Source: an optimization exercise on an open RTL-to-GDS flow (aim: small area). Production flows keep margins and buffers that such runs may drop. In this exercise RTL edits were held to simulation tests only and were not proved equivalent to the original. Power figures rest on the tool's default switching activity, not on a simulated workload.

==> design/flow/design.v <==
module fifo_ao22 (input logic a1, a2, b1, b2, output logic y);    
	assign y = a1 & a2 | b1 & b2;
endmodule
module fifo_aoi222 (input logic a1, a2, b1, b2, c1, c2, output logic y);   
	assign y = !(a1 & a2 | b1 & b2 | c1 & c2);
endmodule
module fifo_ao211 (input logic a1, a2, b, c, output logic y);    
	assign y = a1 & a2 | b | c;
endmodule
module fifo_ao32 (input logic a1, a2, a3, b1, b2, output logic y);   
	assign y = a1 & a2 & a3 | b1 & b2;
endmodule
module fifo_inv (input logic a, output logic y);
	assign y = !a;
endmodule
module fifo_nand2 (input logic a, b, output logic y);
	assign y = !(a & b);
endmodule
module fifo_nand3 (input logic a, b, c, output logic y);
	assign y = !(a & b & c);
endmodule
module fifo_nand4 (input logic a, b, c, d, output logic y);
	assign y = !(a & b & c & d);
endmodule
module fifo_nor2 (input logic a, b, output logic y);
	assign y = !(a | b);
endmodule
module fifo_nor3 (input logic a, b, c, output logic y);
	assign y = !(a | b | c);
endmodule
module fifo_nor4 (input logic a, b, c, d, output logic y);
	assign y = !(a | b | c | d);
endmodule
module fifo_and3 (input logic a, b, c, output logic y);
	assign y = a & b & c;
endmodule
module fifo_or2 (input logic a, b, output logic y);
	assign y = a | b;
endmodule
module fifo_andn (input logic a, b, output logic y);
	assign y = !a & b;
endmodule
module fifo_orn (input logic a, b, output logic y);
	assign y = a | !b;
endmodule
module fifo_nor2and (input logic a, b, c, output logic y);
	assign y = !a & !b & c;
endmodule
module fifo_nand3n (input logic a, b, c, output logic y);
	assign y = !(!a & b & c);
endmodule
module fifo_or3n (input logic a, b, c, output logic y);
	assign y = a | b | !c;
endmodule
module fifo_xor2 (input logic a, b, output logic y);
	assign y = a ^ b;
endmodule
module fifo_mux2 (input logic a, b, s, output logic y);
	assign y = s ? b : a;
endmodule
module fifo_rdbit (input logic [15:0] q, sel, input logic keep, cur, output logic y);
	logic [5:0] g;
	logic n0, n1;
	fifo_aoi222 u_g0 (q[0],  sel[0],  q[1],  sel[1],  q[2],  sel[2],  g[0]);
	fifo_aoi222 u_g1 (q[3],  sel[3],  q[4],  sel[4],  q[5],  sel[5],  g[1]);
	fifo_aoi222 u_g2 (q[6],  sel[6],  q[7],  sel[7],  q[8],  sel[8],  g[2]);
	fifo_aoi222 u_g3 (q[9],  sel[9],  q[10], sel[10], q[11], sel[11], g[3]);
	fifo_aoi222 u_g4 (q[12], sel[12], q[13], sel[13], q[14], sel[14], g[4]);
	fifo_nand2  u_g5 (q[15], sel[15], g[5]);
	fifo_nand3  u_n0 (g[0], g[1], g[2], n0);
	fifo_nand3  u_n1 (g[3], g[4], g[5], n1);
	fifo_ao211  u_o  (cur, keep, n0, n1, y);
endmodule
module fifo_ctrl (input logic [4:0] top, input logic fifo_read, fifo_write,
	output logic fifo_full, pop, keep, push, npush, output logic [15:0] sel,
	output logic [4:0] top_d);
	logic na4, a4, any, d2, t2, u3, d3, t3, d4, t4;
	logic [3:0] nlo, nhi;
	logic [4:0] tg;
	fifo_nand4   u_na4 (top[0], top[1], top[2], top[3], na4);
	fifo_nor2    u_full (top[4], na4, fifo_full);
	fifo_andn    u_pop (top[4], fifo_read, pop);
	fifo_inv     u_keep (pop, keep);
	fifo_nor2and u_push (pop, fifo_full, fifo_write, push);
	fifo_inv     u_npush (push, npush);
	fifo_or2     u_lo0 (top[1], top[0], nlo[0]);
	fifo_orn     u_lo1 (top[1], top[0], nlo[1]);
	fifo_orn     u_lo2 (top[0], top[1], nlo[2]);
	fifo_nand2   u_lo3 (top[1], top[0], nlo[3]);
	fifo_or3n    u_hi0 (top[3], top[2], pop, nhi[0]);
	fifo_nand3n  u_hi1 (top[3], top[2], pop, nhi[1]);
	fifo_nand3n  u_hi2 (top[2], top[3], pop, nhi[2]);
	fifo_nand3   u_hi3 (top[3], top[2], pop, nhi[3]);
	for (genvar i = 0; i < 16; i++) begin : dec
		fifo_nor2 u_sel (nhi[i/4], nlo[i%4], sel[i]);
	end
	fifo_nand2   u_any (npush, keep, tg[0]);
	fifo_mux2    u_t1 (pop, push, top[0], tg[1]);
	fifo_nor2    u_d2 (top[0], top[1], d2);
	fifo_ao32    u_t2 (push, top[0], top[1], pop, d2, tg[2]);
	fifo_and3    u_u3 (top[0], top[1], top[2], u3);
	fifo_nor3    u_d3 (top[0], top[1], top[2], d3);
	fifo_ao22    u_t3 (push, u3, pop, d3, tg[3]);
	fifo_inv     u_a4 (na4, a4);
	fifo_nor4    u_d4 (top[0], top[1], top[2], top[3], d4);
	fifo_ao22    u_t4 (push, a4, pop, d4, tg[4]);
	for (genvar i = 0; i < 5; i++) begin : cnt
		fifo_xor2 u_x (top[i], tg[i], top_d[i]);
	end
endmodule
module fifo #(parameter WIDTH = 16,parameter DEPTH=16)
(input logic[WIDTH-1:0] fifo_data_in,input logic rst_,fifo_write,fifo_read,clk,
output logic[WIDTH-1:0] fifo_data_out,output logic fifo_full,fifo_empty);
logic [DEPTH-1:0][WIDTH-1:0] memory, mem_d;
logic [4:0] top, top_d;
logic pop, push, npush, keep;
logic [DEPTH-1:0] sel;
logic [WIDTH-1:0] rd_data;
assign fifo_empty = top[4];
fifo_ctrl u_ctrl (.top(top), .fifo_read(fifo_read), .fifo_write(fifo_write),
	.fifo_full(fifo_full), .pop(pop), .keep(keep), .push(push), .npush(npush),
	.sel(sel), .top_d(top_d));
for (genvar i = 0; i < DEPTH; i++) begin : row
	for (genvar b = 0; b < WIDTH; b++) begin : bit_
		if (i == 0) begin : first
			fifo_ao22 u_nx (memory[i][b], npush, fifo_data_in[b], push, mem_d[i][b]);
		end else begin : next
			fifo_ao22 u_nx (memory[i][b], npush, memory[i-1][b], push, mem_d[i][b]);
		end
	end
end
for (genvar b = 0; b < WIDTH; b++) begin : col
	logic [DEPTH-1:0] q;
	for (genvar i = 0; i < DEPTH; i++) begin : r
		assign q[i] = memory[i][b];
	end
	fifo_rdbit u_rd (.q(q), .sel(sel), .keep(keep), .cur(fifo_data_out[b]), .y(rd_data[b]));
end
always_ff @(posedge clk) memory <= mem_d;
always_ff @(posedge clk, negedge rst_) begin
	if (!rst_) begin
		top <= '1;
		fifo_data_out <= 0;
	end
	else begin
		top <= top_d;
		fifo_data_out <= rd_data;
	end
end
endmodule
==> design/flow/flow/run.sh <==
#!/bin/bash
# The standard layout with two changes: the port buffers are the smallest
# buffer, and the clock tree is built from larger clusters of clkbuf_8
# leaves without dummy loads.
set -euo pipefail
P=sky130_fd_sc_hd__
bash standard.sh \
  "BUFFER_PORTS_ARGS=-buffer_cell ${P}buf_1" \
  "CTS_ARGS=-sink_clustering_enable -sink_clustering_size 16 -sink_clustering_max_diameter 100 -buf_list ${P}clkbuf_8 -root_buf ${P}clkbuf_16 -dont_use_dummy_load -repair_clock_nets" \
  finish > standard_finish.log 2>&1
==> design/flow/standard.sh <==
#!/bin/bash
# synth_recipe.tcl (not shown) runs the flow's synth.tcl, then flattens the netlist and writes it again
# the make line also repeats each setting of config.mk as NAME=value (left out here)
make -C /OpenROAD-flow-scripts/flow DESIGN_CONFIG=/design/flow/config.mk WORK_HOME=/design/flow/orfs CLKGATE_MAP_FILE= SYNTH_SCRIPT=/design/flow/synth_recipe.tcl "${@:-finish}"
==> design/flow/config.mk <==
export PLATFORM = sky130hd
export DESIGN_NAME = fifo
export DESIGN_NICKNAME = fifo
export VERILOG_FILES = /design/flow/design.v
export SDC_FILE = /design/flow/constraint.sdc
export NUM_CORES = 4
export LEC_CHECK = 0
export CAP_MARGIN = 20
export CORE_MARGIN = 2
export CORE_UTILIZATION = 40
export SLEW_MARGIN = 20
export SYNTH_HIERARCHICAL = 1
export SYNTH_MINIMUM_KEEP_SIZE = 0
==> design/flow/constraint.sdc <==
create_clock -name core_clock -period 5.0 [get_ports {clk}]
set_input_delay 1.0000 -clock core_clock [delete_from_list [all_inputs] [get_ports {clk}]]
set_output_delay 1.0000 -clock core_clock [all_outputs]
set_load 0.01 [all_outputs]
==> run notes, run 1 <==
Outcome:
- The run finished with no timing, DRC or antenna violations.

Critical path:
- The largest delay contributor family on the critical path is flip-flops.
- The category of the most critical setup path is flop to primary output.
- The slowest stage of the critical path belongs to the cell dfstp_2.
- Data on the critical path is required at its endpoint by 4.00 ns.
- The number of buffers and inverters on the critical path is 1.
- Traced cell by cell, the critical path runs through nand4_1 -> nor2_1 -> buf_1.
- The data arrival time of the critical path is 1.77 ns.
- The worst setup path is launched from a flop.
- For this run, the slowest stage of the critical path takes 0.68 ns.
- Of all nets on the critical path, the largest fanout is 12.
- The worst setup path is captured at a primary output.

Floorplan:
- The die area is 24600 um^2.
- Row generation in the floorplan step produced 55 rows.
- The area of the placeable core is 22800 um^2.
- The die width is 157 um.
- Pin placement for this block handled 38 I/O pins.
- The die extent in y is 157 um.
- For this configuration, the core starts out at a cell density of 41.0%.

Layout:
- The final antenna diode count is 0.
- The net count of the finished layout is 819.
- Relative to the synthesized area, the layout overhead comes to 11.0%.
- Of the cells placed in the final design, the portion with a size suffix greater than 1 is 6.52%.
- The library cells used most frequently in the layout, excluding fill and tap cells, are a22o_1 (258), dfxtp_1 (256), a222oi_1 (80).
- The library cell used most frequently in the layout, excluding fill and tap cells, is a22o_1.
- The finished cells cover 10400 um^2.

Routing:
- The first detailed-routing pass ran for 7 iterations.
- The number of vias per cell is 6.27.
- The detail route stage leaves a number of antenna-violating nets equal to 0.
- Summing over every cut layer, the via total after detailed routing is 6960.
- The average wire length per cell after detail routing is 20.8 um.
- The residual DRC count is 0.
- Wires add up to 23100 um.
- The DRC marker count from the first detailed-route iteration is 1050.

Clocking:
- Hold repair after CTS inserted 0 buffers.
- The total CTS buffers is 21.
- In this run, post-CTS repair resized a total of 0 instances.
- The clock input transition at the sequential cells of the worst setup and hold paths is 0.11 ns.
- The source-to-sink clock delay at the later pin of the worst-skew pair is 0.50 ns.
- The root cell of the clock tree is clkbuf_16.
- The CTS tree is done.
- The buffer depth of the longest clock path is 3.
- The clock net sink count is 277.
- The number of levels the H-tree was split into is 1.
- The post-CTS setup buffer count is 0.

Synth:
- The post-synthesis instance total is 722.
- The register area share after synthesis is 60.6%.
- Ranked by total cell area, the synthesized netlist is headed by dfxtp_1 (55%), a22o_1 (24%), a222oi_1 (8.6%).
- The distinct cell type count after synthesis is 23.
- The number of nets handed over by synthesis was 742.
- The register bit count reported by yosys is 277.
- The mapped netlist covers 9340 um^2.
- Of all cell types, the one taking the most synthesized area is dfxtp_1.
- The synthesized area per cell is 12.9 um^2.
- The total of warnings raised by yosys is 7.
- The area share of the leading cell type in the synthesized netlist is 54.9%.

Global route:
- For this run, the total global-route usage over all layers was measured as 18.4%.
- The met1 track utilization from global routing is 26.2%.
- The routing layer with the top usage in global route is met2.
- The met2 usage is 29.1%.
- The first-pass GRT wire length is 36700 um.
- The number of antenna violations at the first check in global routing is 0.
- Summed over all layers, the global routing overflow is 0.
- The number of global-route vias before repair is 6834.
- The maximum number of pins on one net before global-route repair is 261.
- The met3 global-route usage is 2.55%.

STA:
- The setup TNS is 0 ns.
- Measured against its own limit, the worst slew margin works out to 23.1%.
- The total of endpoints with negative setup slack in the final report is 0.
- Setup repair after global routing left no endpoint under its margin.
- The measured slew at the worst slew-check pin is 1.15 ns.
- On the final layout, the worst clock skew is 0.0515 ns.
- Counting I/O delays and the setup requirement, the final critical path takes 2.77 ns.
- The final count of pins violating max slew is 0.
- The total count of hold-check failures in the final report is 0.
- The upper clock frequency limit is 361 MHz.
- In the finished design, the share of the clock period the worst path needs comes to 55.4%.

Placed design:
- Routability-driven placement finished with a final weighted congestion of 0.745.
- The placed instances occupy a cell area of 10000 um^2.
- In this run the tool buffered the top-level ports with 37 buffer cells.
- The post-detailed-placement half-perimeter wirelength is 13200 um.

Pwr:
- The analysis attributes to cell leakage a power of 4.14 nW.
- Power spread over the standard cell area amounts to 637 nW/um^2.
- The largest vdd supply drop is 0.321 mV.

Worst hold path:
- The tightest min-delay check is of the flop to flop type.

Job:
- Across the run, the number of max-cap violations was 0.
-- Yosys stat by module (local to each module, per instance), excerpt --
module / cells / flops+latches / times used / area (um^2)
fifo_nor2and: 1 / 0 / 1 / 12.5
fifo: 277 / 277 / 1 / 5660
fifo_nor2: 1 / 0 / 18 / 3.75
fifo_mux2: 1 / 0 / 1 / 15.0
fifo_nand2: 1 / 0 / 18 / 3.75
fifo_ao32: 1 / 0 / 1 / 10.0
fifo_andn: 1 / 0 / 1 / 13.8
fifo_aoi222: 1 / 0 / 80 / 10.0
fifo_orn: 1 / 0 / 2 / 6.26
fifo_and3: 1 / 0 / 1 / 6.26
fifo_xor2: 1 / 0 / 5 / 8.76
fifo_nand3: 1 / 0 / 33 / 5.00
-- kinds of logic after synthesis --
family	share of synthesized area, %
AND/OR/NAND/NOR	4.33
AO/OA/AOI/OAI	34.4
flip-flops	60.6
multiplexers	0.161
buffers and inverters	0.121
XOR/XNOR	0.469
-- stage by stage --
step	setup slack [ns]	cells	hold slack (ns)	power (mW)	util [%]
after floorplan	-8.41	722	0.456	4.99	-
after global placement	2.13	1089	0.471	5.38	44.1
after detailed placement	2.03	1089	0.471	5.52	44.1
after CTS	2.21	1110	0.449	6.63	45.5
after global routing	2.15	1110	0.466	7.00	45.5
final	2.23	1110	0.452	6.61	45.5
-- state kept, by name, indices dropped and copies added (netlist names) --
| signal | cells |
|---|---|
| fifo_data_out | 16 |
| top | 5 |
| memory | 256 |
-- synthesized netlist by cell type, drive strengths merged --
master and number:
a211o 16, and3 1, or3b 1, nor3 1, nor3b 1, nand4 1
or2 1, nor4 1, nand2 18, inv 3, dfxtp 256, mux2 1
a32o 1, nor2 18, nor2b 1, nand3 33, dfrtp 16, nand3b 2
dfstp 5, a222oi 80, a22o 258, xor2 5, nand2b 2
-- worst paths after layout --
path | start | to | slack [ns] | cells past startpoint
setup reg to reg | top[0] | memory[100] | 2.35 | 6
min in group asynchronous | rst_ | fifo_data_out[11] | 0.47 | 2
hold reg to reg | memory[28] | memory[44] | 0.45 | 1
hold / removal | memory[28] | memory[44] | 0.45 | 1
max in group asynchronous | rst_ | top[0] | 4.25 | 2
setup / recovery | top[0] | fifo_full | 2.23 | 3
-- cell type report --
class | instances | area, um^2
Fill cell | 2105 | 12400
Tap cell | 313 | 392
Timing Repair Buffer | 54 | 292
Multi-Input combinational cell | 442 | 3690
Sequential cell | 277 | 5660
Clock buffer | 21 | 323
Inverter | 3 | 16.3
-- power breakdown --
group	total, mW	switching, mW	internal (mW)
Combinational	1.58	0.721	0.864
Sequential	3.91	0.766	3.15
Clock	1.11	0.676	0.434
-- metal layers --
metal	up-vias	part of all wire (%)
met5	-	0
met4	0	1.6
met3	33	5.7
met2	235	45
met1	3438	47
li1	3254	-
==> inputs of run 2 (changes only) <==
--- a/design/flow/design.v
+++ b/design/flow/design.v
@@ -7,4 +7,7 @@
 module fifo_ao211 (input logic a1, a2, b, c, output logic y);    
 	assign y = a1 & a2 | b | c;
+endmodule
+module fifo_ao21 (input logic a1, a2, b, output logic y);    
+	assign y = a1 & a2 | b;
 endmodule
 module fifo_ao32 (input logic a1, a2, a3, b1, b2, output logic y);   
@@ -25,10 +28,4 @@
 module fifo_nor2 (input logic a, b, output logic y);
 	assign y = !(a | b);
-endmodule
-module fifo_nor3 (input logic a, b, c, output logic y);
-	assign y = !(a | b | c);
-endmodule
-module fifo_nor4 (input logic a, b, c, d, output logic y);
-	assign y = !(a | b | c | d);
 endmodule
 module fifo_and3 (input logic a, b, c, output logic y);
@@ -56,7 +53,4 @@
 	assign y = a ^ b;
 endmodule
-module fifo_mux2 (input logic a, b, s, output logic y);
-	assign y = s ? b : a;
-endmodule
 module fifo_rdbit (input logic [15:0] q, sel, input logic keep, cur, output logic y);
 	logic [5:0] g;
@@ -75,5 +69,5 @@
 	output logic fifo_full, pop, keep, push, npush, output logic [15:0] sel,
 	output logic [4:0] top_d);
-	logic na4, a4, any, d2, t2, u3, d3, t3, d4, t4;
+	logic na4, a4, n0, d2, u3, d3;
 	logic [3:0] nlo, nhi;
 	logic [4:0] tg;
@@ -96,13 +90,13 @@
 	end
 	fifo_nand2   u_any (npush, keep, tg[0]);
-	fifo_mux2    u_t1 (pop, push, top[0], tg[1]);
+	fifo_inv     u_n0 (top[0], n0);
+	fifo_ao22    u_t1 (push, top[0], pop, n0, tg[1]);
 	fifo_nor2    u_d2 (top[0], top[1], d2);
 	fifo_ao32    u_t2 (push, top[0], top[1], pop, d2, tg[2]);
 	fifo_and3    u_u3 (top[0], top[1], top[2], u3);
-	fifo_nor3    u_d3 (top[0], top[1], top[2], d3);
+	fifo_nor2    u_d3 (nlo[0], top[2], d3);
 	fifo_ao22    u_t3 (push, u3, pop, d3, tg[3]);
 	fifo_inv     u_a4 (na4, a4);
-	fifo_nor4    u_d4 (top[0], top[1], top[2], top[3], d4);
-	fifo_ao22    u_t4 (push, a4, pop, d4, tg[4]);
+	fifo_ao21    u_t4 (push, a4, sel[0], tg[4]);
 	for (genvar i = 0; i < 5; i++) begin : cnt
 		fifo_xor2 u_x (top[i], tg[i], top_d[i]);
==> design/flow/flow/run.sh (replaced) <==
#!/bin/bash
# The standard layout with two changes: the port buffers are the smallest
# buffer, and the clock tree is built from small clusters of clkbuf_4
# leaves under a clkbuf_8 root, without dummy loads.
set -euo pipefail
P=sky130_fd_sc_hd__
bash standard.sh \
  "BUFFER_PORTS_ARGS=-buffer_cell ${P}buf_1" \
  "CTS_ARGS=-sink_clustering_enable -sink_clustering_size 10 -sink_clustering_max_diameter 100 -buf_list ${P}clkbuf_4 -root_buf ${P}clkbuf_8 -dont_use_dummy_load -repair_clock_nets" \
  finish > standard_finish.log 2>&1
==> run 2 against run 1 <==
Against the previous run:
- still clean on timing, DRC and antenna
- critical path depth is 3 higher
- clock skew is 0.0092 ns lower
- via count hardly changed
- combinational power is 3% higher
- global-route usage is 0.32 points lower
- sequential cell count stayed put
- sequential power is 3% higher
- register-to-register slack worse by 0.15 ns
- sequential share of layout area is 0.30 points higher
- critical path type is now flop to flop
- critical endpoint is now memory[17]
==> run notes, run 2 <==
Outcome:
- The run finished with no timing, DRC or antenna violations.

Routing:
- The number of vias per cell is 6.19 (-1.3%).
- The residual DRC count is 0 (unchanged).
- The count of antenna-violating nets left after detailed routing is 0 (unchanged).
- The total wire length after detailed routing is 22600 um (-2.4%).
- The average wire length per cell after detail routing is 20.1 um (-3.7%).
- The count of vias placed by the detailed router is 6962 (+0.029%).
- The number of iterations in the first detailed-routing pass is 6 (-1).
- The DRC marker count from the first detailed-route iteration is 923 (-12%).

Floorplan:
- The die area was 24500 um^2 (-0.24%).
- The die extent in y is 157 um (-0.12%).
- The initial core utilization is 40.9% (-0.099 points).
- The row count is 55 (unchanged).
- The die width is 157 um (-0.12%).
- The number of top-level design ports is 38 (unchanged).
- The area of the placeable core was 22800 um^2 (unchanged).

Synth:
- The total of warnings raised by yosys is 7 (unchanged).
- The number of nets in the synthesized netlist was 742 (unchanged).
- The post-synthesis instance total is 722 (unchanged).
- The simple-gate share of the synthesized area is 4.14% (-0.19 points).
- The library cell occupying the most area in the post-synthesis netlist is dfxtp_1.
- The area share of the leading cell type in the synthesized netlist came to 55.0% (+0.13 points).
- The post-synthesis instance area came to 9320 um^2 (-0.24%).
- The portion of netlist area occupied by mux cells is 0% (-0.16 points).
- The xor-xnor portion of the synthesized cell area came to 0.470% (+0.0011 points).
- The post-synthesis async set-or-reset flop share is 7.58% (unchanged).
- In the post-synthesis netlist, the cell with the most instances is a22o_1.
- The share of synthesized cell area in full adder, half adder and majority cells is 0% (unchanged).
- The count of flip-flops with a built-in enable after synthesis came to 0 (unchanged).
- The distinct cell type count after synthesis is 21 (-8.7%).
- Counting instances in the post-synthesis netlist gives the leading cell types as a22o_1 (258), dfxtp_1 (256), a222oi_1 (80).
- The register area share after synthesis was 60.7% (+0.15 points).
- The register bit count reported by yosys is 277 (unchanged).
- By area, the combinational part of the netlist is dominated by compound AO/OA/AOI/OAI gates.
- The synthesized area per cell came to 12.9 um^2 (-0.24%).
- The synthesized-area fraction occupied by ao, oa, aoi and oai cells is 34.5% (+0.16 points).
- In the post-synthesis netlist, the biggest area contributors are dfxtp_1 (55%), a22o_1 (24%), a222oi_1 (8.6%).
- The prevailing post-synth register cell is dfxtp_1.

Layout:
- The layout-stage area growth over the synthesis result is 10.6%.
- The area of all sequential standard cells came to 5660 um^2 (unchanged).
- The final core utilization is 45.3% (-0.25 points).
- The flip-flop count of the largest register after layout was 256 (unchanged).
- The area taken by multi-input logic gates is 3650 um^2 (-0.92%).
- The net total in the final layout came to 834 (+1.8%).
- In the final layout, the registers with the most flip-flops are memory (256), fifo_data_out (16), top (5).
- The final antenna diode count came to 0 (unchanged).
- Leaving out fill and tap cells, the most frequent cell in the layout is a22o_1.
- Counting flops per register, the top entry is memory.
- The fraction of final layout cells with drive strength greater than 1 came to 7.51% (+0.99 points).
- The fill cell total of the finished layout is 2127 (+1.0%).
- The filler-free cell count of the finished design is 1125 (+1.4%).
- Leaving out fill and tap cells, the most frequent cells in the layout are a22o_1 (258), dfxtp_1 (256), a222oi_1 (80).

Global route:
- The number of antenna violations at the first check in global routing is 0 (unchanged).
- The maximum number of pins on one net before global-route repair is 261 (unchanged).
- The first-pass GRT wire length is 36100 um (-1.8%).
- The number of global-route vias before repair is 6575 (-3.8%).
- The aggregate global-route resource usage is 18.1% (-0.32 points).
- The final global-route overflow total is 0 (unchanged).

Critical path:
- The data arrival time of the critical path is 3.28 ns (+1.51 ns).
- The worst setup path is captured at a flop.
- The worst setup path is launched from a flop.
- The critical path in this run is classified as flop to flop.
- The highest net fanout along the worst path is 154 (+142).
- The required time of the worst setup path came to 5.49 ns (+1.49 ns).

Clocking:
- The clock input transition at the sequential cells of the worst setup and hold paths is 0.11 ns (about the same).
- The number of gates resized after cts came to 0 (unchanged).
- CTS placed an instance of clkbuf_8 at the clock tree root.
- The clock net sink count is 277 (unchanged).
- The buffer depth of the longest clock path is 3 (unchanged).
- The CTS tree is done.
- The source-to-sink clock delay at the later pin of the worst-skew pair is 0.57 ns (+0.07 ns).
- The number of levels the H-tree was split into was 1 (unchanged).
- The total CTS buffers came to 31 (+48%).
- The hold-fix buffer count after cts is 0 (unchanged).
- The post-CTS setup buffer count came to 0 (unchanged).

STA:
- Setup repair after global routing left no endpoint under its margin.
- The final count of pins violating max slew was 0 (unchanged).
- The total of endpoints with negative setup slack in the final report was 0 (unchanged).
- The shortest period the worst path allows is 2.80 ns (+0.0298 ns).
- The upper clock frequency limit is 357 MHz (-1.1%).
- The maximum clock skew at final layout is 0.0423 ns (-0.00918 ns).
- The portion of the clock cycle consumed by the worst path in the final layout is 56.0% (+0.60 points).
- The measured slew at the worst slew-check pin is 1.13 ns (-0.0230 ns).
- The relative slew slack came to 24.6% (+1.5 points).
- The total count of hold-check failures in the final report is 0 (unchanged).

Worst hold path:
- The path class of the tightest hold or removal check is input pin to asynchronous set/reset pin.

Pwr:
- The largest vdd supply drop came to 0.192 mV (-40%).
- The overall power of the completed layout came to 6.65 mW (+0.71%).
- The cell area power density is 645 nW/um^2 (+1.3%).
- The static leakage is 4.17 nW (+0.70%).

Placed design:
- The cell total after placement is 1093 (+0.37%).
- The routability-driven placement congestion ratio was 0.793 (+6.5%).
- The post-detailed-placement half-perimeter wirelength is 12700 um (-4.2%).
- The count of port buffers added during placement was 37 (unchanged).

Job:
- The number of maximum-capacitance constraint violations is 0 (unchanged).
==> run 2: layer usage <==
metal / share of wire [%] / wire length, um / GRT usage (%) / vias up
met4: 2.1 / 483 / 5.85 / 0
li1: - / - / - / 3295
met1: 47 / 10700 / 25.7 / 3428
met3: 5.7 / 1280 / 3.10 / 36
met2: 45 / 10100 / 28.1 / 203
met5: 0 / 0 / 0 / -
==> run 2: cells by family (layout without fill, tap and decap cells) <==
family                 count (synthesis)  count (layout)
AO/OA/AOI/OAI                        356             356
flip-flops                           277             277
AND/OR/NAND/NOR                       80              80
XOR/XNOR                               5               5
buffers and inverters                  4              94
==> run 2: worst paths after layout <==
path | startpoint | endpoint | slack [ns] | cells past startpoint
worst max-delay path | top[0] | memory[17] | 2.20 | 6
worst min-delay path | rst_ | fifo_data_out[11] | 0.41 | 2
worst max register to register | top[0] | memory[17] | 2.20 | 6
worst min register to register | memory[29] | memory[45] | 0.47 | 1
max in group asynchronous | rst_ | top[4] | 4.27 | 2
min in group core_clock | memory[29] | memory[45] | 0.47 | 1
==> run 2: per-module statistics from Yosys, one instance, submodules excluded, a selection <==
module / cells / cell area [um^2]
fifo_and3: 1 / 6.26
fifo_ao21: 1 / 7.51
fifo_ao211: 1 / 8.76
fifo_ao22: 1 / 8.76
fifo_nand3: 1 / 5.00
fifo_orn: 1 / 6.26
==> run 2: where the power goes <==
part	total (mW)	switching, mW	internal (mW)
combinational	1.63	0.716	0.915
sequential	4.04	0.808	3.23
clock	0.982	0.668	0.314
==> run 2: area by class of cell <==
type | count | area share (%)
timing repair buffer | 59 | 3.26
inverter | 4 | 0.194
multi-input combinational | 441 | 35.4
tap | 313 | 3.80
clock buffer | 31 | 2.44
sequential | 277 | 54.9
==> run 2: critical path: stages (launching register included) <==
cell and delay (ns):
dfstp_2 0.65, nand4_1 0.14, nor2_1 0.26, nor3b_4 0.11, inv_6 0.73, buf_4 0.49, a22o_1 0.21
==> run 2: through the flow <==
step                      area, um^2  worst slack [ns]  setup TNS (ns)  hold slack (ns)
after detailed placement       10000              2.00               0            0.470
final                          10300              2.20               0            0.407
after CTS                      10300              2.19               0            0.376
after floorplan                 9330             -8.41        -2167.00            0.456
after global routing           10300              2.11               0            0.380
after global placement         10000              2.10               0            0.471
==> inputs of run 3 (changes only) <==
--- a/design/flow/config.mk
+++ b/design/flow/config.mk
@@ -8,5 +8,5 @@
 export CAP_MARGIN = 20
 export CORE_MARGIN = 2
-export CORE_UTILIZATION = 40
+export CORE_UTILIZATION = 60
 export SLEW_MARGIN = 20
 export SYNTH_HIERARCHICAL = 1
==> run 3 against run 2 <==
Against the previous run:
- clock power is 2% lower
- die area fell by 33%
- sequential cell count stayed put
- area after synthesis unchanged
- sequential share of layout area up 1.0 points
==> run notes, run 3 <==
Clocking:
- The number of levels the H-tree was split into is 1 (unchanged).
- The buffer depth of the longest clock path is 3 (unchanged).
- The clock net sink count was 277 (unchanged).
- TritonCTS built the clock tree.
- The clock input transition at the sequential cells of the worst setup and hold paths is 0.11 ns (about the same).
- The post-CTS setup buffer count is 0 (unchanged).
- The total CTS buffers came to 31 (unchanged).
- The source-to-sink clock delay at the later pin of the worst-skew pair came to 0.54 ns (-0.03 ns).
- The hold-fix buffer count after cts is 0 (unchanged).
- The number of gates resized after cts is 0 (unchanged).
- The root cell of the clock tree is clkbuf_8.

Critical path:
- The critical path depth was 6 (unchanged).
- The worst setup path is of the flop to flop kind.
- The worst-case reg-to-reg path depth is 6 (unchanged).
- The kind of cell with the highest combined delay along the critical path is buffers and inverters.
- The startpoint of the worst-slack reg-to-reg timing path is top[0].
- The endpoint identified for the worst register-to-register timing path is memory[110].
- The highest net fanout along the worst path was 125 (-19%).
- The peak per-stage delay on the critical path came to 0.70 ns (-0.03 ns).
- Among all stages on the critical path, the largest delay is contributed by buf_4.
- The data arrival time of the critical path is 3.39 ns (+0.11 ns).
- The required time of the worst setup path is 5.48 ns (about the same).
- The launch point of the critical path is top[0].
- STA classifies the critical path startpoint as a flop.
- The signal on the critical path passes through nand4_1 -> nor2_1 -> nor3b_4 -> inv_6 -> buf_4 -> a22o_1.
- The register-to-register setup slack is 2.09 ns (-0.11 ns).
- Following the worst setup path forward leads to its endpoint at memory[110].
- The combined buffer and inverter count along the critical path is 2 (unchanged).
- The element type at the critical path end is a flop.

STA:
- The portion of the clock cycle consumed by the worst path in the final layout is 58.2% (+2.2 points).
- The upper clock frequency limit is 344 MHz (-3.8%).
- The total of endpoints with negative setup slack in the final report is 0 (unchanged).
- The total count of hold-check failures in the final report is 0 (unchanged).
- The relative slew slack is 30.8% (+6.2 points).
- Setup repair after global routing left no endpoint under its margin.
- The final count of pins violating max slew is 0 (unchanged).
- The measured slew at the worst slew-check pin is 1.04 ns (-0.0937 ns).
- The shortest period the worst path allows is 2.91 ns (+0.112 ns).
- The maximum clock skew at final layout came to 0.0253 ns (-0.0170 ns).

Routing:
- The DRC marker count from the first detailed-route iteration is 895 (-3.0%).
- The count of vias placed by the detailed router was 7048 (+1.2%).
- The average wire length per cell after detail routing came to 21.7 um (+8.1%).
- The number of vias per cell is 7.05 (+14%).
- The number of iterations in the first detailed-routing pass is 7 (+1).
- The residual DRC count is 0 (unchanged).
- The total wire length after detailed routing is 21700 um (-3.9%).
- The count of antenna-violating nets left after detailed routing came to 0 (unchanged).

Global route:
- The number of global-route vias before repair came to 6573 (-0.030%).
- The final global-route overflow total was 0 (unchanged).
- The number of antenna violations at the first check in global routing is 0 (unchanged).
- The aggregate global-route resource usage is 25.9% (+7.8 points).
- The first-pass GRT wire length is 34600 um (-4.0%).
- The maximum number of pins on one net before global-route repair is 126 (-52%).

Floorplan:
- The die extent in y came to 129 um (-18%).
- The row count is 45 (-18%).
- The number of top-level design ports is 38 (unchanged).
- The die width was 129 um (-18%).
- The initial core utilization is 61.3% (+20 points).
- The die area is 16500 um^2 (-33%).
- The area of the placeable core is 15200 um^2 (-33%).

Synth:
- The prevailing post-synth register cell is dfxtp_1.
- In the post-synthesis netlist, the biggest area contributors are dfxtp_1 (55%), a22o_1 (24%), a222oi_1 (8.6%).
- The distinct cell type count after synthesis is 21 (unchanged).
- The post-synthesis instance area was 9320 um^2 (unchanged).
- The total of warnings raised by yosys is 7 (unchanged).
- The synthesized area per cell is 12.9 um^2 (unchanged).
- Counting instances in the post-synthesis netlist gives the leading cell types as a22o_1 (258), dfxtp_1 (256), a222oi_1 (80).
- The portion of netlist area occupied by mux cells is 0% (unchanged).
- The register bit count reported by yosys is 277 (unchanged).
- The number of nets in the synthesized netlist came to 742 (unchanged).
- The post-synthesis async set-or-reset flop share is 7.58% (unchanged).
- The share of synthesized cell area in full adder, half adder and majority cells is 0% (unchanged).
- The register area share after synthesis came to 60.7% (unchanged).
- The xor-xnor portion of the synthesized cell area is 0.470% (unchanged).
- The count of flip-flops with a built-in enable after synthesis is 0 (unchanged).
- The area share of the leading cell type in the synthesized netlist came to 55.0% (unchanged).
- The main combinational cell family by area after synthesis is compound AO/OA/AOI/OAI gates.
- The simple-gate share of the synthesized area is 4.14% (unchanged).
- The synthesized-area fraction occupied by ao, oa, aoi and oai cells is 34.5% (unchanged).
- The post-synthesis instance total came to 722 (unchanged).
- The library cell occupying the most area in the post-synthesis netlist is dfxtp_1.
- Yosys instantiated no cell more often than a22o_1.

Placed design:
- The count of port buffers added during placement came to 37 (unchanged).
- The post-detailed-placement half-perimeter wirelength was 12500 um (-1.6%).
- The routability-driven placement congestion ratio is 0.773 (-2.6%).
- The cell total after placement was 969 (-11%).

Layout:
- The area of all sequential standard cells came to 5660 um^2 (unchanged).
- The final antenna diode count is 0 (unchanged).
- The largest registers in the layout are memory (256), fifo_data_out (16), top (5).
- The net total in the final layout is 834 (unchanged).
- The area taken by multi-input logic gates is 3650 um^2 (unchanged).
- The filler-free cell count of the finished design is 1000 (-11%).
- The fill cell total of the finished layout was 1192 (-44%).
- The most common library cell in the layout ignoring fill and taps is a22o_1.
- The flip-flop count of the largest register after layout is 256 (unchanged).
- The largest register by flop count is memory.
- The fraction of final layout cells with drive strength greater than 1 is 7.51% (unchanged).
- The top cell types in the final layout, fill and taps aside, are a22o_1 (258), dfxtp_1 (256), a222oi_1 (80).
- The area growth from synthesis to layout is 8.61%.

Outcome:
- The flow ran to the end and the layout has no timing, DRC or antenna violations.

Worst hold path:
- In this run the worst hold path is classified as input pin to asynchronous set/reset pin.

Pwr:
- The overall power of the completed layout is 6.63 mW (-0.30%).
- The cell area power density is 656 nW/um^2 (+1.6%).
- The largest vdd supply drop is 0.332 mV (+73%).
- The static leakage was 4.15 nW (-0.27%).

Job:
- The number of maximum-capacitance constraint violations is 0 (unchanged).
-- run 3: cell counts after synthesis --
No cell type changed its count.
-- run 3: how the worst min path moves through the flow --
stage          cells past startpoint  slack [ns]                to
5_1_grt                            2        0.43  fifo_data_out[7]
3_5_place_dp                       1        0.47       memory[241]
4_1_cts                            2        0.39  fifo_data_out[5]
2_1_floorplan                      1        0.46       memory[240]
6_report                           2        0.41  fifo_data_out[5]
3_3_place_gp                       1        0.47       memory[241]
-- run 3: logic make-up (layout without fill, tap and decap cells) --
| logic type | Yosys count | in the layout |
|---|---|---|
| buffers and inverters | 4 | 94 |
| DFF | 277 | 277 |
| xor gates and xnor gates | 5 | 5 |
| and+or+nand+nor | 80 | 80 |
| AOI/OAI and AO/OA | 356 | 356 |
-- run 3: final cells by class --
type                       instances  area share (%)
tap                              188            2.32
sequential                       277            55.9
multi-input combinational        441            36.1
clock buffer                      31            2.48
inverter                           4           0.198
timing repair buffer              59            3.00
-- run 3: where the power goes --
group	switching (mW)	leakage, nW	internal, mW	total (mW)
Clock	0.653	0.150	0.315	0.967
Sequential	0.815	2.38	3.23	4.05
Combinational	0.715	1.63	0.904	1.62
Total	2.18	4.15	4.45	6.63
-- run 3: layer usage --
metal	GRT usage (%)	wire, um	vias to the layer above
met5	0	0	-
li1	-	-	3283
met4	8.38	408	0
met3	5.78	1500	37
met1	37.5	10000	3456
met2	39.0	9760	272
-- run 3: modules after synthesis (local to each module, per instance), excerpt --
module,copies in the design,area [um^2],cells
fifo_and3,1,6.26,1
fifo_nand4,1,6.26,1
fifo_or2,1,6.26,1
fifo_inv,4,3.75,1
fifo_ao21,1,7.51,1
fifo_nor2and,1,12.5,1
fifo_ao32,1,10.0,1
fifo_or3n,1,8.76,1
fifo_nand3n,2,7.51,1
fifo_aoi222,80,10.0,1
fifo_ao211,16,8.76,1
fifo,1,5660,277
fifo_nor2,19,3.75,1
fifo_nand3,33,5.00,1
fifo_nand2,18,3.75,1
fifo_andn,1,13.8,1
-- run 3: metrics by stage --
stage | instance area, um^2 | setup TNS (ns) | hold WS, ns | utilization [%] | worst slack (ns)
2_1_floorplan | 9330 | -2167.00 | 0.456 | - | -8.41
4_1_cts | 10100 | 0 | 0.394 | 66.6 | 2.17
3_3_place_gp | 9870 | 0 | 0.469 | 64.9 | 1.75
6_report | 10100 | 0 | 0.413 | 66.6 | 2.09
5_1_grt | 10100 | 0 | 0.433 | 66.6 | 1.91
3_5_place_dp | 9870 | 0 | 0.470 | 64.9 | 1.66
==> inputs of run 4 (changes only) <==
--- a/design/flow/design.v
+++ b/design/flow/design.v
@@ -32,21 +32,9 @@
 	assign y = a & b & c;
 endmodule
-module fifo_or2 (input logic a, b, output logic y);
-	assign y = a | b;
-endmodule
 module fifo_andn (input logic a, b, output logic y);
 	assign y = !a & b;
 endmodule
-module fifo_orn (input logic a, b, output logic y);
-	assign y = a | !b;
-endmodule
 module fifo_nor2and (input logic a, b, c, output logic y);
 	assign y = !a & !b & c;
-endmodule
-module fifo_nand3n (input logic a, b, c, output logic y);
-	assign y = !(!a & b & c);
-endmodule
-module fifo_or3n (input logic a, b, c, output logic y);
-	assign y = a | b | !c;
 endmodule
 module fifo_xor2 (input logic a, b, output logic y);
@@ -69,6 +57,6 @@
 	output logic fifo_full, pop, keep, push, npush, output logic [15:0] sel,
 	output logic [4:0] top_d);
-	logic na4, a4, n0, d2, u3, d3;
-	logic [3:0] nlo, nhi;
+	logic na4, a4, u3;
+	logic [3:0] nt, lo, hi;
 	logic [4:0] tg;
 	fifo_nand4   u_na4 (top[0], top[1], top[2], top[3], na4);
@@ -78,23 +66,23 @@
 	fifo_nor2and u_push (pop, fifo_full, fifo_write, push);
 	fifo_inv     u_npush (push, npush);
-	fifo_or2     u_lo0 (top[1], top[0], nlo[0]);
-	fifo_orn     u_lo1 (top[1], top[0], nlo[1]);
-	fifo_orn     u_lo2 (top[0], top[1], nlo[2]);
-	fifo_nand2   u_lo3 (top[1], top[0], nlo[3]);
-	fifo_or3n    u_hi0 (top[3], top[2], pop, nhi[0]);
-	fifo_nand3n  u_hi1 (top[3], top[2], pop, nhi[1]);
-	fifo_nand3n  u_hi2 (top[2], top[3], pop, nhi[2]);
-	fifo_nand3   u_hi3 (top[3], top[2], pop, nhi[3]);
+	for (genvar i = 0; i < 4; i++) begin : inv
+		fifo_inv u_nt (top[i], nt[i]);
+	end
+	fifo_nor2    u_lo0 (top[1], top[0], lo[0]);
+	fifo_nor2    u_lo1 (top[1], nt[0], lo[1]);
+	fifo_nor2    u_lo2 (nt[1], top[0], lo[2]);
+	fifo_nor2    u_lo3 (nt[1], nt[0], lo[3]);
+	fifo_nor2    u_hi0 (top[3], top[2], hi[0]);
+	fifo_nor2    u_hi1 (top[3], nt[2], hi[1]);
+	fifo_nor2    u_hi2 (nt[3], top[2], hi[2]);
+	fifo_nor2    u_hi3 (nt[3], nt[2], hi[3]);
 	for (genvar i = 0; i < 16; i++) begin : dec
-		fifo_nor2 u_sel (nhi[i/4], nlo[i%4], sel[i]);
+		fifo_and3 u_sel (pop, hi[i/4], lo[i%4], sel[i]);
 	end
 	fifo_nand2   u_any (npush, keep, tg[0]);
-	fifo_inv     u_n0 (top[0], n0);
-	fifo_ao22    u_t1 (push, top[0], pop, n0, tg[1]);
-	fifo_nor2    u_d2 (top[0], top[1], d2);
-	fifo_ao32    u_t2 (push, top[0], top[1], pop, d2, tg[2]);
+	fifo_ao22    u_t1 (push, top[0], pop, nt[0], tg[1]);
+	fifo_ao32    u_t2 (push, top[0], top[1], pop, lo[0], tg[2]);
 	fifo_and3    u_u3 (top[0], top[1], top[2], u3);
-	fifo_nor2    u_d3 (nlo[0], top[2], d3);
-	fifo_ao22    u_t3 (push, u3, pop, d3, tg[3]);
+	fifo_ao32    u_t3 (pop, lo[0], nt[2], push, u3, tg[3]);
 	fifo_inv     u_a4 (na4, a4);
 	fifo_ao21    u_t4 (push, a4, sel[0], tg[4]);
==> run 4 against run 3 <==
Against the previous run:
- still clean on timing, DRC and antenna
- maximum frequency grew 1.8%
- area after synthesis up 0.26%
- final area fell by 0.78%
- via count is 1.2% higher
- sequential cell count did not move
- power increased by 0.29%
- non-clock buffer count shrank 17
- critical endpoint is now fifo_full
==> run notes, run 4 <==
Outcome:
- The flow ran to the end and the layout has no timing, DRC or antenna violations.

STA:
- The setup slack after layout is 2.14 ns (+0.0506 ns).
- The total count of hold-check failures in the final report is 0 (unchanged).
- Setup repair after global routing left no endpoint under its margin.
- The shortest period the worst path allows came to 2.86 ns (-0.0506 ns).
- The final count of pins violating max slew is 0 (unchanged).
- The portion of the clock cycle consumed by the worst path in the final layout is 57.2% (-1.0 points).
- The measured slew at the worst slew-check pin is 1.16 ns (+0.120 ns).
- The upper clock frequency limit came to 350 MHz (+1.8%).
- The total of endpoints with negative setup slack in the final report came to 0 (unchanged).
- The maximum clock skew at final layout came to 0.0357 ns (+0.0104 ns).
- The relative slew slack is 22.9% (-8.0 points).

Critical path:
- The register-to-register setup slack came to 2.25 ns (+0.16 ns).
- The combined buffer and inverter count along the critical path was 1 (-1).
- The peak per-stage delay on the critical path is 0.64 ns (-0.06 ns).
- The data arrival time of the critical path is 1.86 ns (-1.53 ns).
- The setup path with the least slack is of type flop to primary output.
- The element type at the critical path end is a primary output.
- The cell with the largest stage delay on the worst path is dfstp_2.
- In this run the critical register-to-register path is captured at memory[69].
- The launch point of the critical path is top[0].
- The signal on the critical path passes through nand4_1 -> nor2_1 -> buf_1.
- The worst-case reg-to-reg path depth was 6 (unchanged).
- The required time of the worst setup path came to 4.00 ns (-1.48 ns).
- The highest net fanout along the worst path is 8 (-94%).
- The worst setup path is launched from a flop.
- The startpoint of the worst-slack reg-to-reg timing path is top[0].
- The largest delay contributor family on the critical path is flip-flops.

Pwr:
- The clock network power share is 14.6% (about the same).
- The largest vdd supply drop is 0.320 mV (-3.4%).
- The share of power burned in combinational logic is 24.9% (+0.5 points).
- The net switching power came to 2.24 mW (+2.6%).
- The switching share of total power is 33.7% (+0.77 points).
- The static leakage came to 4.15 nW (about the same).
- The internal power of the cells came to 4.41 mW (-0.87%).
- The sequential share of power is 60.5% (-0.5 points).
- The cell area power density is 663 nW/um^2 (+1.1%).

Routing:
- The number of vias per cell came to 7.25 (+2.8%).
- The average wire length per cell after detail routing came to 22.8 um (+5.2%).
- The count of antenna-violating nets left after detailed routing is 0 (unchanged).
- The total wire length after detailed routing is 22400 um (+3.5%).
- The residual DRC count came to 0 (unchanged).
- The DRC marker count from the first detailed-route iteration is 1066 (+19%).
- The count of vias placed by the detailed router is 7131 (+1.2%).
- The number of iterations in the first detailed-routing pass was 9 (+2).

Synth:
- The register bit count reported by yosys was 277 (unchanged).
- The register area share after synthesis is 60.5% (-0.15 points).
- The number of nets in the synthesized netlist was 743 (+0.13%).
- Counting instances in the post-synthesis netlist gives the leading cell types as a22o_1 (257), dfxtp_1 (256), a222oi_1 (80).
- The distinct cell type count after synthesis is 17 (-19%).
- The total of warnings raised by yosys came to 7 (unchanged).
- The area share of the leading cell type in the synthesized netlist was 54.9% (-0.14 points).
- The synthesized area per cell is 12.9 um^2 (+0.12%).
- Of all cell types, the one taking the most synthesized area is dfxtp_1.
- The most numerous cell in the Yosys netlist is a22o_1.
- The post-synthesis async set-or-reset flop share is 7.58% (unchanged).
- The post-synthesis instance area is 9340 um^2 (+0.26%).
- The prevailing post-synth register cell is dfxtp_1.
- The count of flip-flops with a built-in enable after synthesis is 0 (unchanged).
- Yosys attributes the largest share of cell area to dfxtp_1 (55%), a22o_1 (24%), a222oi_1 (8.6%).
- The post-synthesis instance total is 723 (+0.14%).

Global route:
- The layer flagged by global routing as most heavily used is met1.
- The aggregate global-route resource usage is 26.3% (+0.42 points).
- The first-pass GRT wire length is 35000 um (+1.0%).
- The met2 usage came to 39.2% (+0.17 points).
- The number of antenna violations at the first check in global routing came to 0 (unchanged).
- The met1 track utilization from global routing is 40.1% (+2.6 points).
- The maximum number of pins on one net before global-route repair was 261 (+110%).
- The met3 global-route usage is 4.41% (-1.4 points).
- The number of global-route vias before repair is 6399 (-2.6%).
- The final global-route overflow total was 0 (unchanged).

Floorplan:
- The die extent in y was 129 um (+0.12%).
- The row count was 45 (unchanged).
- The area of the placeable core is 15200 um^2 (unchanged).
- The die area is 16600 um^2 (+0.25%).
- The initial core utilization is 61.5% (+0.16 points).
- The number of top-level design ports was 38 (unchanged).
- The die width is 129 um (+0.12%).

Clocking:
- The buffer depth of the longest clock path is 3 (unchanged).
- The total CTS buffers is 31 (unchanged).
- The tree is rooted in a clkbuf_8.
- The clock input transition at the sequential cells of the worst setup and hold paths is 0.12 ns (about the same).
- The source-to-sink clock delay at the later pin of the worst-skew pair came to 0.56 ns (+0.02 ns).
- The number of levels the H-tree was split into is 1 (unchanged).
- The post-CTS setup buffer count is 0 (unchanged).
- The hold-fix buffer count after cts was 0 (unchanged).
- The number of gates resized after cts is 0 (unchanged).
- TritonCTS built the clock tree.
- The clock net sink count came to 277 (unchanged).

Layout:
- The largest register by flop count is memory.
- The largest registers in the layout are memory (256), fifo_data_out (16), top (5).
- The fraction of final layout cells with drive strength greater than 1 came to 5.53% (-2.0 points).
- The final antenna diode count is 0 (unchanged).
- In the layout the commonest cells are a22o_1 (257), dfxtp_1 (256), a222oi_1 (80).
- The layout-stage area growth over the synthesis result is 7.49%.
- The most common library cell in the layout ignoring fill and taps is a22o_1.
- The flip-flop count of the largest register after layout is 256 (unchanged).
- The fill cell total of the finished layout is 1183 (-0.76%).
- The filler-free cell count of the finished design came to 984 (-1.6%).
- The net total in the final layout is 818 (-1.9%).

Placed design:
- The pre-CTS setup slack is 1.96 ns (+0.296 ns).
- The cell total after placement is 953 (-1.7%).
- The count of port buffers added during placement was 37 (unchanged).
- The routability-driven placement congestion ratio is 0.780 (+0.92%).
- The post-detailed-placement half-perimeter wirelength came to 12700 um (+2.0%).

Job:
- The number of maximum-capacitance constraint violations is 0 (unchanged).

Worst hold path:
- In this run the worst hold path is classified as input pin to asynchronous set/reset pin.
-- run 4: cell count changes in the layout (fill, tap and decap cells not counted), sizes merged, moves of 2 or more --
| cell | previous run | this run |
|---|---|---|
| buf | 59 | 42 |
| and3 | 1 | 17 |
| nor2 | 19 | 9 |
| inv | 4 | 7 |
| nand2b | 2 | 0 |
| nand3b | 2 | 0 |
-- run 4: cells by family after synthesis --
family,count (synthesis),share of synthesized area (%)
AOI/OAI and AO/OA,356,34.5
DFF,277,60.5
and+or+nand+nor,78,4.25
buffers and inverters,7,0.281
xor gates and xnor gates,5,0.469
-- run 4: layout make-up --
class                           count  area, um^2  area share, %
Multi-Input combinational cell    439        3670           36.5
Inverter                            7        31.3          0.311
Tap cell                          188         235           2.34
Sequential cell                   277        5660           56.3
Clock buffer                       31         251           2.50
Timing Repair Buffer               42         201           2.01
-- run 4: worst max-delay path by stage --
| stage | end | cells past startpoint |
|---|---|---|
| after floorplan | memory[0] | 4 |
| final | fifo_full | 3 |
| after detailed placement | memory[69] | 6 |
| after global placement | memory[115] | 6 |
| after CTS | fifo_full | 3 |
| after global routing | fifo_full | 3 |
-- run 4: power groups by stage --
stage          sequential [mW]  clock (mW)  combinational [mW]
2_1_floorplan             3.83           0                1.30
3_3_place_gp              3.98           0                1.56
3_5_place_dp              4.03           0                1.64
4_1_cts                   3.99        1.00                1.64
5_1_grt                   4.14        1.10                1.80
6_report                  4.03       0.973                1.66
-- run 4: Yosys stat by module (local to each module, per instance), a selection --
module	times used	cells inside	cell area (um^2)	flops+latches
fifo	1	277	5660	277
fifo_ao211	16	1	8.76	0
fifo_ao22	257	1	8.76	0
fifo_ao32	2	1	10.0	0
fifo_aoi222	80	1	10.0	0
fifo_inv	7	1	3.75	0
fifo_nand3	32	1	5.00	0
fifo_xor2	5	1	8.76	0
-- run 4: metrics by stage --
stage               power, mW  area, um^2  util (%)  setup TNS, ns  hold WS [ns]
floorplan                5.13        9350         -       -2173.25         0.456
global placement         5.54        9790      64.4              0         0.471
detailed placement       5.68        9790      64.4              0         0.471
CTS                      6.64       10000      66.1              0         0.364
global route             7.03       10000      66.1              0         0.374
finish                   6.65       10000      66.1              0         0.401
-- run 4: per-layer routing --
| layer | part of all wire, % | vias to the layer above |
|---|---|---|
| li1 | - | 3268 |
| met1 | 47 | 3556 |
| met2 | 45 | 279 |
| met3 | 6.6 | 28 |
| met4 | 1.3 | 0 |
| met5 | 0 | - |

-- separate check: timing with driven ports --
Ports are ideal in the flow. The routed layouts listed here were re-timed in OpenROAD.
Step 1 sets driving cells, clkbuf_16 on the clock port and buf_2 on the other inputs (assumed; they add their load-dependent delay and slew).
Step 2 also shifts input and output timing later by t, the mid clock arrival at the registers, as if the neighbouring blocks saw the same clock.
a / b / c = ideal / step 1 / step 2; a / b = the first two.
run | shift t [ns] | slack for setup (ns) | worst slew at a driven data input, ns | pins driven straight from the clock port
run 1 | 0.514 | 2.232 / 2.187 / 1.939 | 0.03 | 1
run 2 | 0.581 | 2.202 / 2.187 / 1.898 | 0.05 | 1
run 3 | 0.571 | 2.090 / 2.090 / 1.581 | 0.03 | 1
run 4 | 0.581 | 2.141 / 2.105 / 1.839 | 0.03 | 1
After both steps setup and hold are still met in every run listed. For run 3, which loses most, drivers alone change the setup slack by 0.000 ns; drivers and shift together by -0.509 ns.
